Context: an optimization exercise on an open-source flow, tuned for small area. The choices shown serve that exercise and are no tape-out recipe.
RTL that was checked went through simulation tests only; none was proved equivalent to the original.
Power and IR drop assume default switching activity.

==> module capture, before the edit <==
module capture(input 		 clock,
	       input 		 reset,
	       input 		 tos_in,
	       input [31:0] 	 frames,
	       input 		 start,
	       output reg [31:0] frames_remaining,
	       output 		 done,
	       output reg 	 sync,
	       input [2:0] 	 cs_word_sel,
	       output [31:0] 	 cs_word,
	       output 		 cmd_en,
	       output [2:0] 	 cmd_instr,
	       output [5:0] 	 cmd_bl,
	       output [29:0] 	 cmd_byte_addr,
	       output 		 wr_en,
	       output [31:0] 	 wr_data,
	       output [15:0] 	 debug);
   assign done = frames_remaining == 0;
   wire       tos_ce;
   wire       tos_data;
   clockrecovery cdr(clock, reset, tos_in, tos_ce, tos_data);
   reg [7:0] 	syncword;
   always @(posedge clock or posedge reset) begin
      if (reset)
	syncword <= 0;
      else if (tos_ce)
	syncword <= { syncword[6:0], tos_data };
   end
   wire [7:0] sw = syncword[0] ? ~syncword : syncword;
   wire       sw_head = sw[7:4] == 4'b1110;
   wire       tos_bsync = sw_head && sw[3:1] == 3'b100;
   wire       tos_msync = sw_head && sw[3:1] == 3'b001;
   wire       tos_wsync = sw_head && sw[3:1] == 3'b010;
   wire       tos_sync = tos_bsync || tos_msync || tos_wsync;
   reg [29:0] word_lo;
   reg 	      parity;
   wire [31:0] word = { parity, 1'b0, word_lo };
   reg        word_complete;
   wire       prev_bm = syncword[0];
   reg 	      bm_bit;   
   reg [4:0]  bits;     
   wire        decoded_bit = prev_bm ^ tos_data;
   localparam STATE_IDLE          = 2'b00;
   localparam STATE_BEGIN_CAPTURE = 2'b01;
   localparam STATE_WAIT_WORD     = 2'b10;
   localparam STATE_WRITE_WORD    = 2'b11;
   reg [1:0]  state;
   reg [1:0]  next_state;
   always @(posedge clock or posedge reset) begin
      if (reset)
	state <= STATE_IDLE;
      else
	state <= next_state;
   end
   always @(*) begin
      next_state = state;
      case (state)
	STATE_IDLE:
	  if (start)
	    next_state = STATE_BEGIN_CAPTURE;
	STATE_BEGIN_CAPTURE:
	  next_state = STATE_WAIT_WORD;
	STATE_WAIT_WORD:
	  if (done)
	    next_state = STATE_IDLE;
	  else if (word_complete)
	    next_state = STATE_WRITE_WORD;
	STATE_WRITE_WORD:
	  next_state = STATE_WAIT_WORD;
      endcase
   end
   reg [29:2] address;
   always @(posedge clock or posedge reset) begin
      if (reset)
	frames_remaining <= 0;
      else if (next_state == STATE_BEGIN_CAPTURE)
	frames_remaining <= frames;
      else if (next_state == STATE_WRITE_WORD)
	frames_remaining <= frames_remaining - 1;
   end
   always @(posedge clock)
     if (next_state == STATE_BEGIN_CAPTURE)
       address <= 28'hfffffff;
     else if (next_state == STATE_WRITE_WORD)
       address <= address + 1'b1;
   genvar n;
   generate
      for (n = 0; n < 32; n = n + 1) begin : rev
	 assign wr_data[n] = word[31 - n];
      end
   endgenerate
   assign wr_en = state == STATE_WRITE_WORD;
   assign cmd_en = state == STATE_WRITE_WORD;
   assign cmd_instr = 3'b000;
   assign cmd_bl = 6'd0;
   assign cmd_byte_addr = { address, 2'b00 };
   reg [191:0] channel_status;
   reg [191:0] next_channel_status;
   assign debug[0] = word_complete;
   assign debug[1] = word[1];
   assign debug[2] = tos_bsync;
   assign debug[5:3] = cs_word_sel;
   assign debug[15:6] = 0;
   always @(posedge clock) begin
      if (word_complete)
	 next_channel_status <= { next_channel_status[190:0], word[1] };
      if (tos_bsync)
	channel_status <= next_channel_status;
   end
   genvar k;
   generate
      for (k = 0; k < 6; k = k + 1) begin : cs_sel
	 wire [31:0] w = channel_status[191 - 32 * k -: 32] &
			 {32{cs_word_sel == k}};
      end
   endgenerate
   assign cs_word = cs_sel[0].w | cs_sel[1].w | cs_sel[2].w |
		    cs_sel[3].w | cs_sel[4].w | cs_sel[5].w;
   always @(posedge clock or posedge reset) begin
      if (reset) begin
	 sync <= 1'b0;
	 word_complete <= 1'b0;
      end else begin
	 word_complete <= 1'b0;
	 if (tos_ce) begin
	    if (tos_sync)
	      sync <= 1'b1;
	    else if (sync && bm_bit && bits == 5'b11111) begin
	       word_complete <= 1'b1;
	       sync <= 1'b0;
	    end
	 end
      end
   end
   always @(posedge clock) begin
      if (tos_ce) begin
	 if (tos_sync) begin
	    bm_bit <= 1'b1;
	    parity <= 1'b0;
	    word_lo[1:0] <= { tos_msync, tos_wsync };
	    bits <= 5'd4;
	 end else if (sync) begin
	    bm_bit <= ~bm_bit;
	    if (bm_bit) begin
	       parity <= parity ^ decoded_bit;
	       word_lo <= { word_lo[28:0], decoded_bit };
	       bits <= bits + 1'b1;
	    end
	 end
      end
   end
endmodule  
==> flow/config.mk <==
export PLATFORM = sky130hd
export DESIGN_NAME = toslink_core
export DESIGN_NICKNAME = toslink_core
export VERILOG_FILES = /design/flow/design.v
export SDC_FILE = /design/flow/constraint.sdc
export NUM_CORES = 4
export LEC_CHECK = 0
export CAP_MARGIN = 20
export CORE_MARGIN = 2
export CORE_UTILIZATION = 65
export SLEW_MARGIN = 20
export BUFFER_PORTS_ARGS = -buffer_cell sky130_fd_sc_hd__buf_1
export CTS_ARGS = -sink_clustering_enable -repair_clock_nets -dont_use_dummy_load -buf_list sky130_fd_sc_hd__clkbuf_4 -sink_clustering_size 10 -sink_clustering_max_diameter 40
==> flow/constraint.sdc <==
create_clock -name core_clock -period 10.0 [get_ports {clock}]
set_input_delay 2.0000 -clock core_clock [delete_from_list [all_inputs] [get_ports {clock}]]
set_output_delay 2.0000 -clock core_clock [all_outputs]
set_load 0.01 [all_outputs]
standard.sh (not shown) runs the stock make flow with config.mk's settings and CLKGATE_MAP_FILE= SYNTH_SCRIPT=/design/flow/synth_recipe.tcl, a recipe that flattens the netlist after the stock synthesis.
==> flow/flow/run.sh <==
#!/bin/bash
# The standard layout, with three changes:
#  - ABC maps the combinational logic for area (dc2, then six rounds of dch and &nf with delay relaxed) instead of speed; the
#    rest of the synthesis is synth_recipe.tcl's (same flip-flops and names);
#  - buf_1 port buffers;
#  - a clock tree of clkbuf_4 without dummy loads.
# make's output goes to standard.log; each tool's to the ORFS logs.
set -e
here=$PWD
cat > my_synth.tcl <<EOS
proc abc {args} {
  set i [lsearch \$args -script]
  set args [lreplace \$args \$i [expr {\$i+1}] -script $here/flow/abc_area.script]
  yosys abc {*}\$args
}
EOS
cat synth_recipe.tcl >> my_synth.tcl
cat >> config.mk <<'EOC'
export BUFFER_PORTS_ARGS = -buffer_cell sky130_fd_sc_hd__buf_1
export CTS_ARGS = -sink_clustering_enable -repair_clock_nets -dont_use_dummy_load -buf_list sky130_fd_sc_hd__clkbuf_4 -sink_clustering_size 10 -sink_clustering_max_diameter 40
EOC
bash standard.sh SYNTH_SCRIPT=$here/my_synth.tcl finish > standard.log 2>&1
==> flow/flow/abc_area.script <==
strash
ifraig
dc2
strash
&get -n
&st
&dch -f
&nf -R 1000 -p -C 32
&put
strash
&get -n
&st
&dch -f
&nf -R 1000 -p -C 32
&put
strash
&get -n
&st
&dch -f
&nf -R 1000 -p -C 32
&put
strash
&get -n
&st
&dch -f
&nf -R 1000 -p -C 32
&put
strash
&get -n
&st
&dch -f
&nf -R 1000 -p -C 32
&put
strash
&get -n
&st
&dch -f
&nf -R 1000 -p -C 32
&put
topo
Rerun with:
--- a/flow/design.v
+++ b/flow/design.v
@@ -70,13 +70,11 @@
    wire       sw_head = sw[7:4] == 4'b1110;
    wire       tos_bsync = sw_head && sw[3:1] == 3'b100;
    wire       tos_msync = sw_head && sw[3:1] == 3'b001;
    wire       tos_wsync = sw_head && sw[3:1] == 3'b010;
    wire       tos_sync = tos_bsync || tos_msync || tos_wsync;
-   reg [29:0] word_lo;
-   reg 	      parity;
-   wire [31:0] word = { parity, 1'b0, word_lo };
+   reg [31:0] word;
    reg        word_complete;
    wire       prev_bm = syncword[0];
    reg 	      bm_bit;   
    reg [4:0]  bits;     
    wire        decoded_bit = prev_bm ^ tos_data;
@@ -174,18 +172,17 @@
    end
    always @(posedge clock) begin
       if (tos_ce) begin
 	 if (tos_sync) begin
 	    bm_bit <= 1'b1;
-	    parity <= 1'b0;
-	    word_lo[1:0] <= { tos_msync, tos_wsync };
+	    word[31] <= 1'b0;
+	    word[2:0] <= { 1'b0, tos_msync, tos_wsync };
 	    bits <= 5'd4;
 	 end else if (sync) begin
 	    bm_bit <= ~bm_bit;
 	    if (bm_bit) begin
-	       parity <= parity ^ decoded_bit;
-	       word_lo <= { word_lo[28:0], decoded_bit };
+	       word <= { word[31] ^ decoded_bit, word[29:0], decoded_bit };
 	       bits <= bits + 1'b1;
 	    end
 	 end
       end
    end
Power came out lower by a few percent.
Sequential share of layout area came out higher by 0.29 points.
Cell count came out lower slightly.
Routed wire length came out lower by a few percent.
Worst setup slack is worse by 0.075 ns.
Utilization came out lower by 0.19 points.
Worst hold slack is better by 0.018 ns.
Clock skew came out higher by 0.023 ns.
Via count came out lower slightly.
Count of clock-buffer cells in the layout came out lower by 2.
Die area barely changes.
First-iteration DRC count came out higher by about a fifth.
Critical path depth came out lower by 2.
No functional check of the RTL was part of the first run of this note.

## port drivers added, routing unchanged
Ports are ideal in the flow. The routed layouts listed here were re-timed in OpenROAD.
Step 1, drivers: a clkbuf_16 drives clock and a buf_2 each remaining input, both assumed.
Step 2 also shifts input and output timing later by t, the mid clock arrival at the registers, as if the neighbouring blocks saw the same clock.
Three values: no drivers, after step 1, after step 2; two values: the first two.
run | shift t [ns] | slack for setup (ns) | worst slew at a driven data input, ns | cell pins on the clock port's net
the first run | 0.795 | 4.119 / 4.119 / 4.119 | 0.06 | 1
the second run | 0.840 | 4.044 / 4.044 / 4.044 | 0.05 | 1
After both steps setup and hold are still met in every run listed.
